This design comes from an exercise in tuning for small area, a short achievable clock period and few clock cycles on the open sky130 flow, not from production work. Where RTL was checked, it was by simulation tests only, not by an equivalence proof against the original. Function not checked in run 2: the RTL went through the layout flow alone.

==> flow/design.v, too long to show whole: its modules and the start of the top module <==
// module mul: 3393 lines
module mul (
    input wire clk,
    input wire rst_n,
    input wire [32-1:0] multiplicand_i,
    input wire [32-1:0] multiplier_i,
    input wire                       valid_in,
    input wire                       ctrl_ready_i,
    input wire [                3:0] op_i,
    input wire [ 5-1:0] reg_waddr_i,
    input wire [3-1:0] commit_id_i,
    output reg [32-1:0] result_o,
    output reg                       valid_o,
    output reg [ 5-1:0] reg_waddr_o,
    output reg [3-1:0] commit_id_o
);
  // ...
==> flow/flow/run.sh <==
#!/bin/bash
set -o pipefail
bash standard.sh SETUP_SLACK_MARGIN=6.1 "BUFFER_PORTS_ARGS=-buffer_cell sky130_fd_sc_hd__buf_2" finish > standard_flow.log 2>&1
==> flow/standard.sh <==
#!/bin/bash
# synth_recipe.tcl (not shown) runs the flow's synth.tcl, then flattens the netlist and writes it again
# the make line also repeats each setting of config.mk as NAME=value (left out here)
make -C /OpenROAD-flow-scripts/flow DESIGN_CONFIG=/design/flow/config.mk WORK_HOME=/design/flow/orfs CLKGATE_MAP_FILE= SYNTH_SCRIPT=/design/flow/synth_recipe.tcl "${@:-finish}"
==> flow/config.mk <==
export PLATFORM = sky130hd
export DESIGN_NAME = mul
export DESIGN_NICKNAME = mul
export VERILOG_FILES = /design/flow/design.v
export SDC_FILE = /design/flow/constraint.sdc
export NUM_CORES = 4
export LEC_CHECK = 0
export CAP_MARGIN = 20
export CORE_MARGIN = 2
export CORE_UTILIZATION = 40
export CTS_BUF_LIST = sky130_fd_sc_hd__clkbuf_4 sky130_fd_sc_hd__clkbuf_8
export CTS_CLUSTER_SIZE = 30
export PLACE_DENSITY = 0.65
export SETUP_SLACK_MARGIN = 5
export SLEW_MARGIN = 20
export TNS_END_PERCENT = 100
==> flow/constraint.sdc <==
create_clock -name core_clock -period 10.0 [get_ports {clk}]
set_input_delay 2.0000 -clock core_clock [delete_from_list [all_inputs] [get_ports {clk}]]
set_output_delay 2.0000 -clock core_clock [all_outputs]
set_load 0.01 [all_outputs]
==> results.toml, run 1 <==
[floorplan]
tap_cells = 1165
die_area_sq_mm = 0.0907

[hold_path]
hold-path-endpoint = "reg_waddr_o[3]"
hold_class = "reg2reg"
holdPathStages = 0

[setup_path]
r2r_end = "r2_37_0"
critPathKind = "reg2reg"
reg2regPathDepth = 9
cp-end-kind = "flip-flop"
path_max_fanout = 33

[synth]
ys.flop_type = "edfxtp_1"
yosysMostFrequentCell = "a22oi_1"
synth_fa_ha_area_frac = 0.315

[global_route]
grt_overflow = 0

[timing]
skew_ps = 47.9
tns_ps = 0

[outcome]
outcome = "complete, no violations"

[detailed_routing]
drt_iter0_markers = 3340
wl_met2_um = 49300

[finish]
reg_top3 = "a: 33 flops, result_o: 32 flops"
drive_gt1_frac = 0.117
multiInputGateArea_sq_mm = 0.0231
multi_input_area_share = 0.592
design.seq.count = 332
final-nonclk-buf-share = 0.0486
Testbench counts, summed over its fixed seeds: cycles 8,824.
==> run 2: changes to the inputs <==
--- a/flow/design.v
+++ b/flow/design.v
@@ -1676,17 +1676,17 @@
     wire s1047;
     wire c1048;
     wire s1049;
     wire c1050;
     wire s1051;
     wire c1052;
     wire s1053;
     wire c1054;
-    reg r2_0_0, r2_0_1, r2_1_0, r2_2_0, r2_2_1, r2_2_2, r2_3_0, r2_3_1, r2_4_0, r2_4_1, r2_4_2, r2_5_0, r2_5_1, r2_5_2, r2_6_0, r2_6_1, r2_6_2, r2_7_0, r2_7_1, r2_7_2, r2_8_0, r2_8_1, r2_8_2, r2_9_0, r2_9_1, r2_9_2, r2_10_0, r2_10_1, r2_10_2, r2_11_0, r2_11_1, r2_11_2, r2_12_0, r2_12_1, r2_12_2, r2_13_0, r2_13_1, r2_13_2, r2_14_0, r2_14_1, r2_14_2, r2_15_0, r2_15_1, r2_15_2, r2_16_0, r2_16_1, r2_16_2, r2_17_0, r2_17_1, r2_17_2, r2_18_0, r2_18_1, r2_18_2, r2_19_0, r2_19_1, r2_19_2, r2_20_0, r2_20_1, r2_20_2, r2_21_0, r2_21_1, r2_21_2, r2_22_0, r2_22_1, r2_22_2, r2_23_0, r2_23_1, r2_23_2, r2_24_0, r2_24_1, r2_24_2, r2_25_0, r2_25_1, r2_25_2, r2_26_0, r2_26_1, r2_26_2, r2_27_0, r2_27_1, r2_27_2, r2_28_0, r2_28_1, r2_28_2, r2_29_0, r2_29_1, r2_29_2, r2_30_0, r2_30_1, r2_30_2, r2_31_0, r2_31_1, r2_31_2, r2_32_0, r2_32_1, r2_32_2, r2_33_0, r2_33_1, r2_33_2, r2_34_0, r2_34_1, r2_34_2, r2_35_0, r2_35_1, r2_35_2, r2_36_0, r2_36_1, r2_36_2, r2_37_0, r2_37_1, r2_37_2, r2_38_0, r2_38_1, r2_38_2, r2_39_0, r2_39_1, r2_39_2, r2_40_0, r2_40_1, r2_40_2, r2_41_0, r2_41_1, r2_41_2, r2_42_0, r2_42_1, r2_42_2, r2_43_0, r2_43_1, r2_43_2, r2_44_0, r2_44_1, r2_44_2, r2_45_0, r2_45_1, r2_45_2, r2_46_0, r2_46_1, r2_46_2, r2_47_0, r2_47_1, r2_47_2, r2_48_0, r2_48_1, r2_48_2, r2_49_0, r2_49_1, r2_49_2, r2_50_0, r2_50_1, r2_50_2, r2_51_0, r2_51_1, r2_51_2, r2_52_0, r2_52_1, r2_52_2, r2_53_0, r2_53_1, r2_53_2, r2_54_0, r2_54_1, r2_54_2, r2_55_0, r2_55_1, r2_55_2, r2_56_0, r2_56_1, r2_56_2, r2_57_0, r2_57_1, r2_57_2, r2_58_0, r2_58_1, r2_58_2, r2_59_0, r2_59_1, r2_59_2, r2_60_0, r2_60_1, r2_60_2, r2_61_0, r2_61_1, r2_61_2, r2_62_0, r2_62_1, r2_62_2, r2_63_0, r2_63_1, r2_63_2;
+    reg r2_0_0, r2_0_1, r2_1_0, r2_2_0, r2_2_1, r2_2_2, r2_3_0, r2_3_1, r2_4_0, r2_4_1, r2_4_2, r2_4_3, r2_5_0, r2_5_1, r2_5_2, r2_6_0, r2_6_1, r2_6_2, r2_6_3, r2_7_0, r2_7_1, r2_7_2, r2_7_3, r2_8_0, r2_8_1, r2_8_2, r2_8_3, r2_9_0, r2_9_1, r2_9_2, r2_9_3, r2_10_0, r2_10_1, r2_10_2, r2_10_3, r2_11_0, r2_11_1, r2_11_2, r2_11_3, r2_12_0, r2_12_1, r2_12_2, r2_12_3, r2_13_0, r2_13_1, r2_13_2, r2_13_3, r2_14_0, r2_14_1, r2_14_2, r2_14_3, r2_15_0, r2_15_1, r2_15_2, r2_15_3, r2_16_0, r2_16_1, r2_16_2, r2_16_3, r2_17_0, r2_17_1, r2_17_2, r2_17_3, r2_18_0, r2_18_1, r2_18_2, r2_18_3, r2_19_0, r2_19_1, r2_19_2, r2_19_3, r2_20_0, r2_20_1, r2_20_2, r2_20_3, r2_21_0, r2_21_1, r2_21_2, r2_21_3, r2_22_0, r2_22_1, r2_22_2, r2_22_3, r2_23_0, r2_23_1, r2_23_2, r2_23_3, r2_24_0, r2_24_1, r2_24_2, r2_24_3, r2_25_0, r2_25_1, r2_25_2, r2_25_3, r2_26_0, r2_26_1, r2_26_2, r2_26_3, r2_27_0, r2_27_1, r2_27_2, r2_27_3, r2_28_0, r2_28_1, r2_28_2, r2_28_3, r2_29_0, r2_29_1, r2_29_2, r2_29_3, r2_30_0, r2_30_1, r2_30_2, r2_30_3, r2_31_0, r2_31_1, r2_31_2, r2_31_3, r2_32_0, r2_32_1, r2_32_2, r2_32_3, r2_33_0, r2_33_1, r2_33_2, r2_33_3, r2_34_0, r2_34_1, r2_34_2, r2_34_3, r2_35_0, r2_35_1, r2_35_2, r2_35_3, r2_36_0, r2_36_1, r2_36_2, r2_36_3, r2_37_0, r2_37_1, r2_37_2, r2_37_3, r2_38_0, r2_38_1, r2_38_2, r2_38_3, r2_39_0, r2_39_1, r2_39_2, r2_39_3, r2_40_0, r2_40_1, r2_40_2, r2_40_3, r2_41_0, r2_41_1, r2_41_2, r2_41_3, r2_42_0, r2_42_1, r2_42_2, r2_42_3, r2_43_0, r2_43_1, r2_43_2, r2_43_3, r2_44_0, r2_44_1, r2_44_2, r2_44_3, r2_45_0, r2_45_1, r2_45_2, r2_45_3, r2_46_0, r2_46_1, r2_46_2, r2_46_3, r2_47_0, r2_47_1, r2_47_2, r2_47_3, r2_48_0, r2_48_1, r2_48_2, r2_48_3, r2_49_0, r2_49_1, r2_49_2, r2_49_3, r2_50_0, r2_50_1, r2_50_2, r2_50_3, r2_51_0, r2_51_1, r2_51_2, r2_51_3, r2_52_0, r2_52_1, r2_52_2, r2_52_3, r2_53_0, r2_53_1, r2_53_2, r2_53_3, r2_54_0, r2_54_1, r2_54_2, r2_54_3, r2_55_0, r2_55_1, r2_55_2, r2_55_3, r2_56_0, r2_56_1, r2_56_2, r2_56_3, r2_57_0, r2_57_1, r2_57_2, r2_57_3, r2_58_0, r2_58_1, r2_58_2, r2_58_3, r2_59_0, r2_59_1, r2_59_2, r2_59_3, r2_60_0, r2_60_1, r2_60_2, r2_60_3, r2_61_0, r2_61_1, r2_61_2, r2_61_3, r2_62_1, r2_62_2, r2_63_0, r2_63_1;
     reg        hi_s2, valid_s2;
     reg [5-1:0]  reg_waddr_s2;
     reg [3-1:0] commit_id_s2;
     assign pp0_0 = ((one[0] & a[0]) | (two[0] & 1'b0)) ^ neg[0];
     assign pp0_1 = ((one[0] & a[1]) | (two[0] & a[0])) ^ neg[0];
     assign pp0_2 = ((one[0] & a[2]) | (two[0] & a[1])) ^ neg[0];
     assign pp0_3 = ((one[0] & a[3]) | (two[0] & a[2])) ^ neg[0];
     assign pp0_4 = ((one[0] & a[4]) | (two[0] & a[3])) ^ neg[0];
@@ -2662,329 +2662,384 @@
     assign {c798, s797} = pp13_30 + pp14_28 + pp15_26;
     assign {c800, s799} = pp16_24 + s599 + c598;
     assign {c802, s801} = pps12 + pp13_31 + pp14_29;
     assign {c804, s803} = pp15_27 + pp16_25 + c600;
     assign {c806, s805} = 1'b1 + pp13_32 + pp14_30;
     assign {c808, s807} = pp15_28 + pp16_26;
     assign {c810, s809} = pps13 + pp14_31 + pp15_29;
     assign {c812, s811} = 1'b1 + pp14_32;
-    assign {c814, s813} = neg[2] + pp0_4;
-    assign {c816, s815} = pp0_5 + pp1_3;
-    assign {c818, s817} = pp1_4 + pp2_2 + pp3_0;
-    assign {c820, s819} = pp2_3 + pp3_1 + c602;
-    assign {c822, s821} = pp4_0 + c604 + s607;
-    assign {c824, s823} = c608 + s611 + c606;
-    assign {c826, s825} = c612 + c610 + s613;
-    assign {c828, s827} = c614 + s617 + c616;
-    assign {c830, s829} = c618 + s621 + c620;
-    assign {c832, s831} = c622 + s625 + c624;
-    assign {c834, s833} = c626 + s629 + c628;
-    assign {c836, s835} = c630 + s633 + c632;
-    assign {c838, s837} = c634 + s637 + c636;
-    assign {c840, s839} = c638 + s641 + c640;
-    assign {c842, s841} = c642 + s645 + c644;
-    assign {c844, s843} = c646 + s649 + c648;
-    assign {c846, s845} = c650 + s653 + c652;
-    assign {c848, s847} = c654 + s657 + c656;
-    assign {c850, s849} = c658 + s661 + c660;
-    assign {c852, s851} = c662 + s665 + c664;
-    assign {c854, s853} = c666 + s669 + c668;
-    assign {c856, s855} = c670 + s673 + c672;
-    assign {c858, s857} = c674 + s677 + c676;
-    assign {c860, s859} = c678 + s681 + c680;
-    assign {c862, s861} = c682 + s685 + c684;
-    assign {c864, s863} = c686 + s689 + c688;
-    assign {c866, s865} = c690 + s693 + c692;
-    assign {c868, s867} = c694 + s697 + c696;
-    assign {c870, s869} = c698 + s701 + c700;
-    assign {c872, s871} = c702 + s705 + c704;
-    assign {c874, s873} = c706 + s709 + c708;
-    assign {c876, s875} = c710 + s713 + c712;
-    assign {c878, s877} = s717 + c714 + c716;
-    assign {c880, s879} = s721 + c718 + c720;
-    assign {c882, s881} = c722 + s725 + c724;
-    assign {c884, s883} = s729 + c726 + c728;
-    assign {c886, s885} = c730 + s733 + c732;
-    assign {c888, s887} = c734 + s737 + c736;
-    assign {c890, s889} = c738 + s741 + s743;
-    assign {c892, s891} = c742 + s745 + s747;
-    assign {c894, s893} = s749 + c746 + s751;
-    assign {c896, s895} = s753 + c750 + c752;
-    assign {c898, s897} = c754 + s757 + c756;
-    assign {c900, s899} = s761 + c758 + c760;
-    assign {c902, s901} = s765 + c762 + c764;
-    assign {c904, s903} = c766 + s769 + s771;
-    assign {c906, s905} = s773 + c770 + s775;
-    assign {c908, s907} = c774 + s777 + s779;
-    assign {c910, s909} = c778 + s781 + s783;
-    assign {c912, s911} = s785 + c782 + c784;
-    assign {c914, s913} = s789 + c786 + s791;
-    assign {c916, s915} = s793 + c790 + c792;
-    assign {c918, s917} = c794 + s797 + s799;
-    assign {c920, s919} = c798 + s801 + s803;
-    assign {c922, s921} = s807 + c802 + s805;
-    assign {c924, s923} = pp16_27 + c808 + c806;
-    assign {c926, s925} = pp15_30 + pp16_28 + s811;
-    assign {c928, s927} = pps14 + pp15_31 + pp16_29;
-    assign {c930, s929} = 1'b1 + pp15_32;
+    assign {c814, s813} = r2_4_0 + r2_4_1;
+    assign {c816, s815} = r2_5_0 + r2_5_1;
+    assign {c818, s817} = r2_6_0 + r2_6_1 + r2_6_2;
+    assign {c820, s819} = r2_7_0 + r2_7_1 + r2_7_2;
+    assign {c822, s821} = r2_8_0 + r2_8_1 + r2_8_2;
+    assign {c824, s823} = r2_9_0 + r2_9_1 + r2_9_2;
+    assign {c826, s825} = r2_10_0 + r2_10_1 + r2_10_2;
+    assign {c828, s827} = r2_11_0 + r2_11_1 + r2_11_2;
+    assign {c830, s829} = r2_12_0 + r2_12_1 + r2_12_2;
+    assign {c832, s831} = r2_13_0 + r2_13_1 + r2_13_2;
+    assign {c834, s833} = r2_14_0 + r2_14_1 + r2_14_2;
+    assign {c836, s835} = r2_15_0 + r2_15_1 + r2_15_2;
+    assign {c838, s837} = r2_16_0 + r2_16_1 + r2_16_2;
+    assign {c840, s839} = r2_17_0 + r2_17_1 + r2_17_2;
+    assign {c842, s841} = r2_18_0 + r2_18_1 + r2_18_2;
+    assign {c844, s843} = r2_19_0 + r2_19_1 + r2_19_2;
+    assign {c846, s845} = r2_20_0 + r2_20_1 + r2_20_2;
+    assign {c848, s847} = r2_21_0 + r2_21_1 + r2_21_2;
+    assign {c850, s849} = r2_22_0 + r2_22_1 + r2_22_2;
+    assign {c852, s851} = r2_23_0 + r2_23_1 + r2_23_2;
+    assign {c854, s853} = r2_24_0 + r2_24_1 + r2_24_2;
+    assign {c856, s855} = r2_25_0 + r2_25_1 + r2_25_2;
+    assign {c858, s857} = r2_26_0 + r2_26_1 + r2_26_2;
+    assign {c860, s859} = r2_27_0 + r2_27_1 + r2_27_2;
+    assign {c862, s861} = r2_28_0 + r2_28_1 + r2_28_2;
+    assign {c864, s863} = r2_29_0 + r2_29_1 + r2_29_2;
+    assign {c866, s865} = r2_30_0 + r2_30_1 + r2_30_2;
+    assign {c868, s867} = r2_31_0 + r2_31_1 + r2_31_2;
+    assign {c870, s869} = r2_32_0 + r2_32_1 + r2_32_2;
+    assign {c872, s871} = r2_33_0 + r2_33_1 + r2_33_2;
+    assign {c874, s873} = r2_34_0 + r2_34_1 + r2_34_2;
+    assign {c876, s875} = r2_35_0 + r2_35_1 + r2_35_2;
+    assign {c878, s877} = r2_36_0 + r2_36_1 + r2_36_2;
+    assign {c880, s879} = r2_37_0 + r2_37_1 + r2_37_2;
+    assign {c882, s881} = r2_38_0 + r2_38_1 + r2_38_2;
+    assign {c884, s883} = r2_39_0 + r2_39_1 + r2_39_2;
+    assign {c886, s885} = r2_40_0 + r2_40_1 + r2_40_2;
+    assign {c888, s887} = r2_41_0 + r2_41_1 + r2_41_2;
+    assign {c890, s889} = r2_42_0 + r2_42_1 + r2_42_2;
+    assign {c892, s891} = r2_43_0 + r2_43_1 + r2_43_2;
+    assign {c894, s893} = r2_44_0 + r2_44_1 + r2_44_2;
+    assign {c896, s895} = r2_45_0 + r2_45_1 + r2_45_2;
+    assign {c898, s897} = r2_46_0 + r2_46_1 + r2_46_2;
+    assign {c900, s899} = r2_47_0 + r2_47_1 + r2_47_2;
+    assign {c902, s901} = r2_48_0 + r2_48_1 + r2_48_2;
+    assign {c904, s903} = r2_49_0 + r2_49_1 + r2_49_2;
+    assign {c906, s905} = r2_50_0 + r2_50_1 + r2_50_2;
+    assign {c908, s907} = r2_51_0 + r2_51_1 + r2_51_2;
+    assign {c910, s909} = r2_52_0 + r2_52_1 + r2_52_2;
+    assign {c912, s911} = r2_53_0 + r2_53_1 + r2_53_2;
+    assign {c914, s913} = r2_54_0 + r2_54_1 + r2_54_2;
+    assign {c916, s915} = r2_55_0 + r2_55_1 + r2_55_2;
+    assign {c918, s917} = r2_56_0 + r2_56_1 + r2_56_2;
+    assign {c920, s919} = r2_57_0 + r2_57_1 + r2_57_2;
+    assign {c922, s921} = r2_58_0 + r2_58_1 + r2_58_2;
+    assign {c924, s923} = r2_59_0 + r2_59_1 + r2_59_2;
+    assign {c926, s925} = r2_60_0 + r2_60_1 + r2_60_2;
+    assign {c928, s927} = r2_61_0 + r2_61_1 + r2_61_2;
+    assign {c930, s929} = 1'b1 + r2_62_1;
     assign {c932, s931} = r2_2_0 + r2_2_1;
     assign {c934, s933} = r2_3_0 + r2_3_1;
-    assign {c936, s935} = r2_4_0 + r2_4_1 + r2_4_2;
-    assign {c938, s937} = r2_5_0 + r2_5_1 + r2_5_2;
-    assign {c940, s939} = r2_6_0 + r2_6_1 + r2_6_2;
-    assign {c942, s941} = r2_7_0 + r2_7_1 + r2_7_2;
-    assign {c944, s943} = r2_8_0 + r2_8_1 + r2_8_2;
-    assign {c946, s945} = r2_9_0 + r2_9_1 + r2_9_2;
-    assign {c948, s947} = r2_10_0 + r2_10_1 + r2_10_2;
-    assign {c950, s949} = r2_11_0 + r2_11_1 + r2_11_2;
-    assign {c952, s951} = r2_12_0 + r2_12_1 + r2_12_2;
-    assign {c954, s953} = r2_13_0 + r2_13_1 + r2_13_2;
-    assign {c956, s955} = r2_14_0 + r2_14_1 + r2_14_2;
-    assign {c958, s957} = r2_15_0 + r2_15_1 + r2_15_2;
-    assign {c960, s959} = r2_16_0 + r2_16_1 + r2_16_2;
-    assign {c962, s961} = r2_17_0 + r2_17_1 + r2_17_2;
-    assign {c964, s963} = r2_18_0 + r2_18_1 + r2_18_2;
-    assign {c966, s965} = r2_19_0 + r2_19_1 + r2_19_2;
-    assign {c968, s967} = r2_20_0 + r2_20_1 + r2_20_2;
-    assign {c970, s969} = r2_21_0 + r2_21_1 + r2_21_2;
-    assign {c972, s971} = r2_22_0 + r2_22_1 + r2_22_2;
-    assign {c974, s973} = r2_23_0 + r2_23_1 + r2_23_2;
-    assign {c976, s975} = r2_24_0 + r2_24_1 + r2_24_2;
-    assign {c978, s977} = r2_25_0 + r2_25_1 + r2_25_2;
-    assign {c980, s979} = r2_26_0 + r2_26_1 + r2_26_2;
-    assign {c982, s981} = r2_27_0 + r2_27_1 + r2_27_2;
-    assign {c984, s983} = r2_28_0 + r2_28_1 + r2_28_2;
-    assign {c986, s985} = r2_29_0 + r2_29_1 + r2_29_2;
-    assign {c988, s987} = r2_30_0 + r2_30_1 + r2_30_2;
-    assign {c990, s989} = r2_31_0 + r2_31_1 + r2_31_2;
-    assign {c992, s991} = r2_32_0 + r2_32_1 + r2_32_2;
-    assign {c994, s993} = r2_33_0 + r2_33_1 + r2_33_2;
-    assign {c996, s995} = r2_34_0 + r2_34_1 + r2_34_2;
-    assign {c998, s997} = r2_35_0 + r2_35_1 + r2_35_2;
-    assign {c1000, s999} = r2_36_0 + r2_36_1 + r2_36_2;
-    assign {c1002, s1001} = r2_37_0 + r2_37_1 + r2_37_2;
-    assign {c1004, s1003} = r2_38_0 + r2_38_1 + r2_38_2;
-    assign {c1006, s1005} = r2_39_0 + r2_39_1 + r2_39_2;
-    assign {c1008, s1007} = r2_40_0 + r2_40_1 + r2_40_2;
-    assign {c1010, s1009} = r2_41_0 + r2_41_1 + r2_41_2;
-    assign {c1012, s1011} = r2_42_0 + r2_42_1 + r2_42_2;
-    assign {c1014, s1013} = r2_43_0 + r2_43_1 + r2_43_2;
-    assign {c1016, s1015} = r2_44_0 + r2_44_1 + r2_44_2;
-    assign {c1018, s1017} = r2_45_0 + r2_45_1 + r2_45_2;
-    assign {c1020, s1019} = r2_46_0 + r2_46_1 + r2_46_2;
-    assign {c1022, s1021} = r2_47_0 + r2_47_1 + r2_47_2;
-    assign {c1024, s1023} = r2_48_0 + r2_48_1 + r2_48_2;
-    assign {c1026, s1025} = r2_49_0 + r2_49_1 + r2_49_2;
-    assign {c1028, s1027} = r2_50_0 + r2_50_1 + r2_50_2;
-    assign {c1030, s1029} = r2_51_0 + r2_51_1 + r2_51_2;
-    assign {c1032, s1031} = r2_52_0 + r2_52_1 + r2_52_2;
-    assign {c1034, s1033} = r2_53_0 + r2_53_1 + r2_53_2;
-    assign {c1036, s1035} = r2_54_0 + r2_54_1 + r2_54_2;
-    assign {c1038, s1037} = r2_55_0 + r2_55_1 + r2_55_2;
-    assign {c1040, s1039} = r2_56_0 + r2_56_1 + r2_56_2;
-    assign {c1042, s1041} = r2_57_0 + r2_57_1 + r2_57_2;
-    assign {c1044, s1043} = r2_58_0 + r2_58_1 + r2_58_2;
-    assign {c1046, s1045} = r2_59_0 + r2_59_1 + r2_59_2;
-    assign {c1048, s1047} = r2_60_0 + r2_60_1 + r2_60_2;
-    assign {c1050, s1049} = r2_61_0 + r2_61_1 + r2_61_2;
-    assign {c1052, s1051} = r2_62_0 + r2_62_1 + r2_62_2;
-    assign {c1054, s1053} = r2_63_0 + r2_63_1 + r2_63_2;
+    assign {c936, s935} = r2_4_2 + r2_4_3 + s813;
+    assign {c938, s937} = r2_5_2 + c814 + s815;
+    assign {c940, s939} = r2_6_3 + c816 + s817;
+    assign {c942, s941} = r2_7_3 + c818 + s819;
+    assign {c944, s943} = r2_8_3 + c820 + s821;
+    assign {c946, s945} = r2_9_3 + c822 + s823;
+    assign {c948, s947} = r2_10_3 + c824 + s825;
+    assign {c950, s949} = r2_11_3 + c826 + s827;
+    assign {c952, s951} = r2_12_3 + c828 + s829;
+    assign {c954, s953} = r2_13_3 + c830 + s831;
+    assign {c956, s955} = r2_14_3 + c832 + s833;
+    assign {c958, s957} = r2_15_3 + c834 + s835;
+    assign {c960, s959} = r2_16_3 + c836 + s837;
+    assign {c962, s961} = r2_17_3 + c838 + s839;
+    assign {c964, s963} = r2_18_3 + c840 + s841;
+    assign {c966, s965} = r2_19_3 + c842 + s843;
+    assign {c968, s967} = r2_20_3 + c844 + s845;
+    assign {c970, s969} = r2_21_3 + c846 + s847;
+    assign {c972, s971} = r2_22_3 + c848 + s849;
+    assign {c974, s973} = r2_23_3 + c850 + s851;
+    assign {c976, s975} = r2_24_3 + c852 + s853;
+    assign {c978, s977} = r2_25_3 + c854 + s855;
+    assign {c980, s979} = r2_26_3 + c856 + s857;
+    assign {c982, s981} = r2_27_3 + c858 + s859;
+    assign {c984, s983} = r2_28_3 + c860 + s861;
+    assign {c986, s985} = r2_29_3 + c862 + s863;
+    assign {c988, s987} = r2_30_3 + c864 + s865;
+    assign {c990, s989} = r2_31_3 + c866 + s867;
+    assign {c992, s991} = r2_32_3 + c868 + s869;
+    assign {c994, s993} = r2_33_3 + c870 + s871;
+    assign {c996, s995} = r2_34_3 + c872 + s873;
+    assign {c998, s997} = r2_35_3 + c874 + s875;
+    assign {c1000, s999} = r2_36_3 + c876 + s877;
+    assign {c1002, s1001} = r2_37_3 + c878 + s879;
+    assign {c1004, s1003} = r2_38_3 + c880 + s881;
+    assign {c1006, s1005} = r2_39_3 + c882 + s883;
+    assign {c1008, s1007} = r2_40_3 + c884 + s885;
+    assign {c1010, s1009} = r2_41_3 + c886 + s887;
+    assign {c1012, s1011} = r2_42_3 + c888 + s889;
+    assign {c1014, s1013} = r2_43_3 + c890 + s891;
+    assign {c1016, s1015} = r2_44_3 + c892 + s893;
+    assign {c1018, s1017} = r2_45_3 + c894 + s895;
+    assign {c1020, s1019} = r2_46_3 + c896 + s897;
+    assign {c1022, s1021} = r2_47_3 + c898 + s899;
+    assign {c1024, s1023} = r2_48_3 + c900 + s901;
+    assign {c1026, s1025} = r2_49_3 + c902 + s903;
+    assign {c1028, s1027} = r2_50_3 + c904 + s905;
+    assign {c1030, s1029} = r2_51_3 + c906 + s907;
+    assign {c1032, s1031} = r2_52_3 + c908 + s909;
+    assign {c1034, s1033} = r2_53_3 + c910 + s911;
+    assign {c1036, s1035} = r2_54_3 + c912 + s913;
+    assign {c1038, s1037} = r2_55_3 + c914 + s915;
+    assign {c1040, s1039} = r2_56_3 + c916 + s917;
+    assign {c1042, s1041} = r2_57_3 + c918 + s919;
+    assign {c1044, s1043} = r2_58_3 + c920 + s921;
+    assign {c1046, s1045} = r2_59_3 + c922 + s923;
+    assign {c1048, s1047} = r2_60_3 + c924 + s925;
+    assign {c1050, s1049} = r2_61_3 + c926 + s927;
+    assign {c1052, s1051} = r2_62_2 + s929 + c928;
+    assign {c1054, s1053} = r2_63_0 + r2_63_1 + c930;
     always @(posedge clk) begin
         if (!rst_n) valid_s2 <= 1'b0;
         else if (en) valid_s2 <= valid_s1;
         if (en) begin
             r2_0_0 <= neg[0];
             r2_0_1 <= pp0_0;
             r2_1_0 <= pp0_1;
             r2_2_0 <= neg[1];
             r2_2_1 <= pp0_2;
             r2_2_2 <= pp1_0;
             r2_3_0 <= pp0_3;
             r2_3_1 <= pp1_1;
-            r2_4_0 <= s813;
-            r2_4_1 <= pp1_2;
-            r2_4_2 <= pp2_0;
-            r2_5_0 <= s815;
-            r2_5_1 <= pp2_1;
-            r2_5_2 <= c814;
-            r2_6_0 <= s817;
-            r2_6_1 <= s601;
-            r2_6_2 <= c816;
-            r2_7_0 <= s819;
-            r2_7_1 <= s603;
-            r2_7_2 <= c818;
-            r2_8_0 <= s821;
-            r2_8_1 <= s605;
-            r2_8_2 <= c820;
-            r2_9_0 <= s823;
-            r2_9_1 <= s609;
-            r2_9_2 <= c822;
-            r2_10_0 <= s825;
+            r2_4_0 <= neg[2];
+            r2_4_1 <= pp0_4;
+            r2_4_2 <= pp1_2;
+            r2_4_3 <= pp2_0;
+            r2_5_0 <= pp0_5;
+            r2_5_1 <= pp1_3;
+            r2_5_2 <= pp2_1;
+            r2_6_0 <= s601;
+            r2_6_1 <= pp1_4;
+            r2_6_2 <= pp2_2;
+            r2_6_3 <= pp3_0;
+            r2_7_0 <= s603;
+            r2_7_1 <= pp2_3;
+            r2_7_2 <= pp3_1;
+            r2_7_3 <= c602;
+            r2_8_0 <= s605;
+            r2_8_1 <= s607;
+            r2_8_2 <= pp4_0;
+            r2_8_3 <= c604;
+            r2_9_0 <= s609;
+            r2_9_1 <= s611;
+            r2_9_2 <= c606;
+            r2_9_3 <= c608;
+            r2_10_0 <= s613;
             r2_10_1 <= s615;
-            r2_10_2 <= c824;
-            r2_11_0 <= s827;
+            r2_10_2 <= c610;
+            r2_10_3 <= c612;
+            r2_11_0 <= s617;
             r2_11_1 <= s619;
-            r2_11_2 <= c826;
-            r2_12_0 <= s829;
+            r2_11_2 <= c614;
+            r2_11_3 <= c616;
+            r2_12_0 <= s621;
             r2_12_1 <= s623;
-            r2_12_2 <= c828;
-            r2_13_0 <= s831;
+            r2_12_2 <= c618;
+            r2_12_3 <= c620;
+            r2_13_0 <= s625;
             r2_13_1 <= s627;
-            r2_13_2 <= c830;
-            r2_14_0 <= s833;
+            r2_13_2 <= c622;
+            r2_13_3 <= c624;
+            r2_14_0 <= s629;
             r2_14_1 <= s631;
-            r2_14_2 <= c832;
-            r2_15_0 <= s835;
+            r2_14_2 <= c626;
+            r2_14_3 <= c628;
+            r2_15_0 <= s633;
             r2_15_1 <= s635;
-            r2_15_2 <= c834;
-            r2_16_0 <= s837;
+            r2_15_2 <= c630;
+            r2_15_3 <= c632;
+            r2_16_0 <= s637;
             r2_16_1 <= s639;
-            r2_16_2 <= c836;
-            r2_17_0 <= s839;
+            r2_16_2 <= c634;
+            r2_16_3 <= c636;
+            r2_17_0 <= s641;
             r2_17_1 <= s643;
-            r2_17_2 <= c838;
-            r2_18_0 <= s841;
+            r2_17_2 <= c638;
+            r2_17_3 <= c640;
+            r2_18_0 <= s645;
             r2_18_1 <= s647;
-            r2_18_2 <= c840;
-            r2_19_0 <= s843;
+            r2_18_2 <= c642;
+            r2_18_3 <= c644;
+            r2_19_0 <= s649;
             r2_19_1 <= s651;
-            r2_19_2 <= c842;
-            r2_20_0 <= s845;
+            r2_19_2 <= c646;
+            r2_19_3 <= c648;
+            r2_20_0 <= s653;
             r2_20_1 <= s655;
-            r2_20_2 <= c844;
-            r2_21_0 <= s847;
+            r2_20_2 <= c650;
+            r2_20_3 <= c652;
+            r2_21_0 <= s657;
             r2_21_1 <= s659;
-            r2_21_2 <= c846;
-            r2_22_0 <= s849;
+            r2_21_2 <= c654;
+            r2_21_3 <= c656;
+            r2_22_0 <= s661;
             r2_22_1 <= s663;
-            r2_22_2 <= c848;
-            r2_23_0 <= s851;
+            r2_22_2 <= c658;
+            r2_22_3 <= c660;
+            r2_23_0 <= s665;
             r2_23_1 <= s667;
-            r2_23_2 <= c850;
-            r2_24_0 <= s853;
+            r2_23_2 <= c662;
+            r2_23_3 <= c664;
+            r2_24_0 <= s669;
             r2_24_1 <= s671;
-            r2_24_2 <= c852;
-            r2_25_0 <= s855;
+            r2_24_2 <= c666;
+            r2_24_3 <= c668;
+            r2_25_0 <= s673;
             r2_25_1 <= s675;
-            r2_25_2 <= c854;
-            r2_26_0 <= s857;
+            r2_25_2 <= c670;
+            r2_25_3 <= c672;
+            r2_26_0 <= s677;
             r2_26_1 <= s679;
-            r2_26_2 <= c856;
-            r2_27_0 <= s859;
+            r2_26_2 <= c674;
+            r2_26_3 <= c676;
+            r2_27_0 <= s681;
             r2_27_1 <= s683;
-            r2_27_2 <= c858;
-            r2_28_0 <= s861;
+            r2_27_2 <= c678;
+            r2_27_3 <= c680;
+            r2_28_0 <= s685;
             r2_28_1 <= s687;
-            r2_28_2 <= c860;
-            r2_29_0 <= s863;
+            r2_28_2 <= c682;
+            r2_28_3 <= c684;
+            r2_29_0 <= s689;
             r2_29_1 <= s691;
-            r2_29_2 <= c862;
-            r2_30_0 <= s865;
+            r2_29_2 <= c686;
+            r2_29_3 <= c688;
+            r2_30_0 <= s693;
             r2_30_1 <= s695;
-            r2_30_2 <= c864;
-            r2_31_0 <= s867;
+            r2_30_2 <= c690;
+            r2_30_3 <= c692;
+            r2_31_0 <= s697;
             r2_31_1 <= s699;
-            r2_31_2 <= c866;
-            r2_32_0 <= s869;
+            r2_31_2 <= c694;
+            r2_31_3 <= c696;
+            r2_32_0 <= s701;
             r2_32_1 <= s703;
-            r2_32_2 <= c868;
-            r2_33_0 <= s871;
+            r2_32_2 <= c698;
+            r2_32_3 <= c700;
+            r2_33_0 <= s705;
             r2_33_1 <= s707;
-            r2_33_2 <= c870;
-            r2_34_0 <= s873;
+            r2_33_2 <= c702;
+            r2_33_3 <= c704;
+            r2_34_0 <= s709;
             r2_34_1 <= s711;
-            r2_34_2 <= c872;
-            r2_35_0 <= s875;
+            r2_34_2 <= c706;
+            r2_34_3 <= c708;
+            r2_35_0 <= s713;
             r2_35_1 <= s715;
-            r2_35_2 <= c874;
-            r2_36_0 <= s877;
+            r2_35_2 <= c710;
+            r2_35_3 <= c712;
+            r2_36_0 <= s717;
             r2_36_1 <= s719;
-            r2_36_2 <= c876;
-            r2_37_0 <= s879;
+            r2_36_2 <= c714;
+            r2_36_3 <= c716;
+            r2_37_0 <= s721;
             r2_37_1 <= s723;
-            r2_37_2 <= c878;
-            r2_38_0 <= s881;
+            r2_37_2 <= c718;
+            r2_37_3 <= c720;
+            r2_38_0 <= s725;
             r2_38_1 <= s727;
-            r2_38_2 <= c880;
-            r2_39_0 <= s883;
+            r2_38_2 <= c722;
+            r2_38_3 <= c724;
+            r2_39_0 <= s729;
             r2_39_1 <= s731;
-            r2_39_2 <= c882;
-            r2_40_0 <= s885;
+            r2_39_2 <= c726;
+            r2_39_3 <= c728;
+            r2_40_0 <= s733;
             r2_40_1 <= s735;
-            r2_40_2 <= c884;
-            r2_41_0 <= s887;
+            r2_40_2 <= c730;
+            r2_40_3 <= c732;
+            r2_41_0 <= s737;
             r2_41_1 <= s739;
-            r2_41_2 <= c886;
-            r2_42_0 <= s889;
-            r2_42_1 <= c740;
-            r2_42_2 <= c888;
-            r2_43_0 <= s891;
-            r2_43_1 <= c744;
-            r2_43_2 <= c890;
-            r2_44_0 <= s893;
-            r2_44_1 <= c748;
-            r2_44_2 <= c892;
-            r2_45_0 <= s895;
+            r2_41_2 <= c734;
+            r2_41_3 <= c736;
+            r2_42_0 <= s741;
+            r2_42_1 <= s743;
+            r2_42_2 <= c738;
+            r2_42_3 <= c740;
+            r2_43_0 <= s745;
+            r2_43_1 <= s747;
+            r2_43_2 <= c742;
+            r2_43_3 <= c744;
+            r2_44_0 <= s749;
+            r2_44_1 <= s751;
+            r2_44_2 <= c746;
+            r2_44_3 <= c748;
+            r2_45_0 <= s753;
             r2_45_1 <= s755;
-            r2_45_2 <= c894;
-            r2_46_0 <= s897;
+            r2_45_2 <= c750;
+            r2_45_3 <= c752;
+            r2_46_0 <= s757;
             r2_46_1 <= s759;
-            r2_46_2 <= c896;
-            r2_47_0 <= s899;
+            r2_46_2 <= c754;
+            r2_46_3 <= c756;
+            r2_47_0 <= s761;
             r2_47_1 <= s763;
-            r2_47_2 <= c898;
-            r2_48_0 <= s901;
+            r2_47_2 <= c758;
+            r2_47_3 <= c760;
+            r2_48_0 <= s765;
             r2_48_1 <= s767;
-            r2_48_2 <= c900;
-            r2_49_0 <= s903;
-            r2_49_1 <= c768;
-            r2_49_2 <= c902;
-            r2_50_0 <= s905;
-            r2_50_1 <= c772;
-            r2_50_2 <= c904;
-            r2_51_0 <= s907;
-            r2_51_1 <= c776;
-            r2_51_2 <= c906;
-            r2_52_0 <= s909;
-            r2_52_1 <= c780;
-            r2_52_2 <= c908;
-            r2_53_0 <= s911;
+            r2_48_2 <= c762;
+            r2_48_3 <= c764;
+            r2_49_0 <= s769;
+            r2_49_1 <= s771;
+            r2_49_2 <= c766;
+            r2_49_3 <= c768;
+            r2_50_0 <= s773;
+            r2_50_1 <= s775;
+            r2_50_2 <= c770;
+            r2_50_3 <= c772;
+            r2_51_0 <= s777;
+            r2_51_1 <= s779;
+            r2_51_2 <= c774;
+            r2_51_3 <= c776;
+            r2_52_0 <= s781;
+            r2_52_1 <= s783;
+            r2_52_2 <= c778;
+            r2_52_3 <= c780;
+            r2_53_0 <= s785;
             r2_53_1 <= s787;
-            r2_53_2 <= c910;
-            r2_54_0 <= s913;
-            r2_54_1 <= c788;
-            r2_54_2 <= c912;
-            r2_55_0 <= s915;
+            r2_53_2 <= c782;
+            r2_53_3 <= c784;
+            r2_54_0 <= s789;
+            r2_54_1 <= s791;
+            r2_54_2 <= c786;
+            r2_54_3 <= c788;
+            r2_55_0 <= s793;
             r2_55_1 <= s795;
-            r2_55_2 <= c914;
-            r2_56_0 <= s917;
-            r2_56_1 <= c796;
-            r2_56_2 <= c916;
-            r2_57_0 <= s919;
-            r2_57_1 <= c800;
-            r2_57_2 <= c918;
-            r2_58_0 <= s921;
-            r2_58_1 <= c804;
-            r2_58_2 <= c920;
-            r2_59_0 <= s923;
-            r2_59_1 <= s809;
-            r2_59_2 <= c922;
-            r2_60_0 <= s925;
-            r2_60_1 <= c810;
-            r2_60_2 <= c924;
-            r2_61_0 <= s927;
-            r2_61_1 <= c812;
-            r2_61_2 <= c926;
-            r2_62_0 <= s929;
-            r2_62_1 <= pp16_30;
-            r2_62_2 <= c928;
+            r2_55_2 <= c790;
+            r2_55_3 <= c792;
+            r2_56_0 <= s797;
+            r2_56_1 <= s799;
+            r2_56_2 <= c794;
+            r2_56_3 <= c796;
+            r2_57_0 <= s801;
+            r2_57_1 <= s803;
+            r2_57_2 <= c798;
+            r2_57_3 <= c800;
+            r2_58_0 <= s805;
+            r2_58_1 <= s807;
+            r2_58_2 <= c802;
+            r2_58_3 <= c804;
+            r2_59_0 <= s809;
+            r2_59_1 <= pp16_27;
+            r2_59_2 <= c806;
+            r2_59_3 <= c808;
+            r2_60_0 <= s811;
+            r2_60_1 <= pp15_30;
+            r2_60_2 <= pp16_28;
+            r2_60_3 <= c810;
+            r2_61_0 <= pps14;
+            r2_61_1 <= pp15_31;
+            r2_61_2 <= pp16_29;
+            r2_61_3 <= c812;
+            r2_62_1 <= pp15_32;
+            r2_62_2 <= pp16_30;
             r2_63_0 <= pps15;
             r2_63_1 <= pp16_31;
-            r2_63_2 <= c930;
             hi_s2        <= hi_s1;
             reg_waddr_s2 <= reg_waddr_s1;
             commit_id_s2 <= commit_id_s1;
         end
     end
     wire [63:0] row0 = {s1053, s1051, s1049, s1047, s1045, s1043, s1041, s1039, s1037, s1035, s1033, s1031, s1029, s1027, s1025, s1023, s1021, s1019, s1017, s1015, s1013, s1011, s1009, s1007, s1005, s1003, s1001, s999, s997, s995, s993, s991, s989, s987, s985, s983, s981, s979, s977, s975, s973, s971, s969, s967, s965, s963, s961, s959, s957, s955, s953, s951, s949, s947, s945, s943, s941, s939, s937, s935, s933, s931, r2_1_0, r2_0_0};
     wire [63:0] row1 = {c1052, c1050, c1048, c1046, c1044, c1042, c1040, c1038, c1036, c1034, c1032, c1030, c1028, c1026, c1024, c1022, c1020, c1018, c1016, c1014, c1012, c1010, c1008, c1006, c1004, c1002, c1000, c998, c996, c994, c992, c990, c988, c986, c984, c982, c980, c978, c976, c974, c972, c970, c968, c966, c964, c962, c960, c958, c956, c954, c952, c950, c948, c946, c944, c942, c940, c938, c936, c934, c932, r2_2_2, 1'b0, r2_0_1};
     wire [63:0] prod;
==> flow/flow/run.sh (replaced) <==
#!/bin/bash
set -o pipefail
bash standard.sh SETUP_SLACK_MARGIN=6.0 "BUFFER_PORTS_ARGS=-buffer_cell sky130_fd_sc_hd__buf_2" finish > standard_flow.log 2>&1
==> flow/config.mk (replaced) <==
export PLATFORM = sky130hd
export DESIGN_NAME = mul
export DESIGN_NICKNAME = mul
export VERILOG_FILES = /design/flow/design.v
export SDC_FILE = /design/flow/constraint.sdc
export NUM_CORES = 4
export LEC_CHECK = 0
export ABC_AREA = 1
export CAP_MARGIN = 20
export CORE_MARGIN = 2
export CORE_UTILIZATION = 40
export CTS_BUF_LIST = sky130_fd_sc_hd__clkbuf_4 sky130_fd_sc_hd__clkbuf_8
export CTS_CLUSTER_SIZE = 30
export PLACE_DENSITY = 0.65
export SETUP_SLACK_MARGIN = 5
export SLEW_MARGIN = 20
export TNS_END_PERCENT = 100
==> run 2 against run 1 <==
Against the previous run: via count increased by 13%; final cell count up 17%; sequential share of layout area increased by 2.5 points; hold slack worse by 3.4 ps; non-clock buffer count grew 9; clock skew increased by 1.4 ps; still clean on timing, DRC and antenna; maximum frequency fell by 1.7%.
==> results.toml, run 2 <==
[outcome]
outcome = "complete, no violations"

[finish]
syn_to_final_growth_pct = 9.89
final_cells = 5055
reg_top3 = "a: 33 flops, result_o: 32 flops"
layout_commonest_cell = "xor2_1"
final_cell_mix = "xor2_1, inv_1, o22ai_1"
drive_gt1_frac = 0.113
largest_reg_flops = 33
regMostFlops = "a"
finalNetCount = 4419
stdcell_area_sq_mm = 0.0414

[detailed_routing]
via_per_inst = 5.71
dr.pass1.iters = 8
routed_wl_um = 125000
wl_per_cell_um = 24.8
route.vias.total = 28900
antenna_left = 0
remaining_drc_errors = 0
drt_iter0_markers = 3690

[synth]
ys.flop_type = "edfxtp_1"
yosys.area.top_type = "edfxtp_1"
synth_cells = 3693
syn_nets = 4377
synthesis.area_sq_mm = 0.0377
synth-edff-count = 384
ys_seq_area_frac = 0.307
yosysMostFrequentCell = "inv_1"
syn-mean-instance-area_sq_um = 10.2
netlist.area_leader.share = 0.306
synthTopCellsByArea = "edfxtp_1, fa_1, xor2_1"
synth-async-reset-ratio = 0
synth_cell_type_count = 40
ys_warn_count = 1
synthTopCellsByCount = "inv_1, xor2_1, o22ai_1, fa_1, edfxtp_1"
ys_ff_latch = 387

[timing]
finalHoldViolations = 0
skew_ps = 49.3
holdWs_ps = 415
drv_slew = 0
slew_headroom = 0.310
rsz0062_at_grt = "yes"
fmax_mhz = 253
max_slew.worst_pin.slew_ps = 1030
period_share = 0.396
setup_violations = 0
tns_ps = 0
min_period_ps = 3960

[placement]
dpl.cell_count = 4895
port_buffers = 120
gp_congestion = 0.939
placed_area_sq_mm = 0.0395
hpwl_um = 82200

[global_route]
antenna_found_initial = 5
first_global_vias = 29300
grt_overflow = 0
track_usage = 0.255
grt_first_pass_wirelength_um = 185000
grt_max_degree = 151

[setup_path]
path_max_fanout = 21
cp.arrival_ps = 4430
reg2regPathDepth = 9
worst_path_most_repeated_cell = "fa_1"
crit_required_ps = 10480
path_cells = "clkinvlp_4 -> buf_4 -> o22ai_1 -> xor2_1 -> fa_1 -> fa_1 -> fa_1 -> fa_1 -> inv_1"
cp-start-kind = "flip-flop"
cp-end-kind = "flip-flop"
slowest_stage = "fa_1"
critPathKind = "reg2reg"
critPathMaxStageDelay_ps = 540

[clock_network]
clockBufferDepth = 3
cts_tree = "built"
cts_buffers = 76
path_clk_slew_ps = 60
cts.sinks = 387
h-tree-depth = 3
cts_root_buf = "clkbuf_8"
clk_latency_ps = 720

[floorplan]
io_pins = 121
fp.dieW_um = 311
start_util = 0.404
die_h_um = 311
die_area_sq_mm = 0.0967
row_count = 112
core_area_sq_mm = 0.0933

[hold_path]
hold_class = "reg2reg"
holdPathStages = 0

[flow_run]
drv_cap = 0
[run 2: final timing paths]
kind	slack, ps	to	start
max reg2reg	6040	r2_33_1	one_s1[8]
max	6040	r2_33_1	one_s1[8]
min reg2reg	420	reg_waddr_s2[3]	reg_waddr_s1[3]
min	420	reg_waddr_s2[3]	reg_waddr_s1[3]
[run 2: cell type report]
class / instances / area [sq um]
Clock inverter: 43 / 425
Multi-Input combinational cell: 2429 / 22800
Antenna cell: 3 / 7.51
Tap cell: 1254 / 1570
Sequential cell: 387 / 11600
Inverter: 614 / 2320
Clock buffer: 98 / 1240
Timing Repair Buffer: 227 / 1460
Fill cell: 8839 / 51900
[run 2: metal layers]
metal | track usage | up-vias | share of wire
met5 | 0 | - | 0.00033
met4 | 0.144 | 6 | 0.065
met3 | 0.0762 | 594 | 0.13
met2 | 0.380 | 2140 | 0.43
met1 | 0.331 | 13900 | 0.38
li1 | - | 12200 | -
[run 2: worst max-delay path, delay by kind of cell (launching register included)]
family / cells / cell delay (ps)
compound gates: 1 / 240
xor+xnor: 1 / 220
fa+ha+maj: 4 / 1960
buf+inv: 3 / 760
flops: 1 / 530
[run 2: timing repair]
item | in CTS | in global routing
gates resized for setup | 4 | 20
buffers inserted | 4 | 10
gates cloned | 0 | 2
pin swaps | 0 | 2
setup endpoints to repair | 34 | 27
hold buffers | 0 | 0
[run 2: kinds of logic (layout without fill, tap and decap cells)]
group,count (synthesis),in the layout,synth area share
buffers and inverters,879,982,0.0898
AOI/OAI and AO/OA,620,620,0.102
and+or+nand+nor,617,619,0.0702
adders and majority gates,604,604,0.295
xor gates and xnor gates,585,585,0.136
DFF,387,387,0.307
other,1,4,0.0000995
[run 2: metrics by stage]
step / util / setup slack, ps
after floorplan: - / 6540
after global placement: 0.423 / 5720
after detailed placement: 0.423 / 5670
after CTS: 0.442 / 6000
after global routing: 0.444 / 5970
final: 0.444 / 6040

[afterwards: timing with drivers on the ports]
How much do the figures lean on ideal ports? The routed layouts below were timed once more, with nothing changed but the port constraints. Step 1, drivers: a clkbuf_16 drives clk and a buf_2 each remaining input, both assumed. Step 2 times the ports against the registers' clock, not the clock port: input delays grow and output delays shrink by t, the midpoint of the rising clock arrivals with the driver on. Three values: no drivers, after step 1, after step 2; two values: the first two.
run | t, ns | slack for setup (ns) | worst setup path at the end | latest minus earliest clock arrival (ns) | cell pins on the clock port's net
run 1 | 0.753 | 6.110 / 6.110 / 5.819 | input to register | 0.049 / 0.048 | 1
run 2 | 0.762 | 6.044 / 6.044 / 5.958 | input to register | 0.055 / 0.054 | 1
After both steps every run listed still meets setup and hold. The setup slack of run 1, which loses most, moves by 0.000 ns with the drivers and by -0.291 ns with both steps.
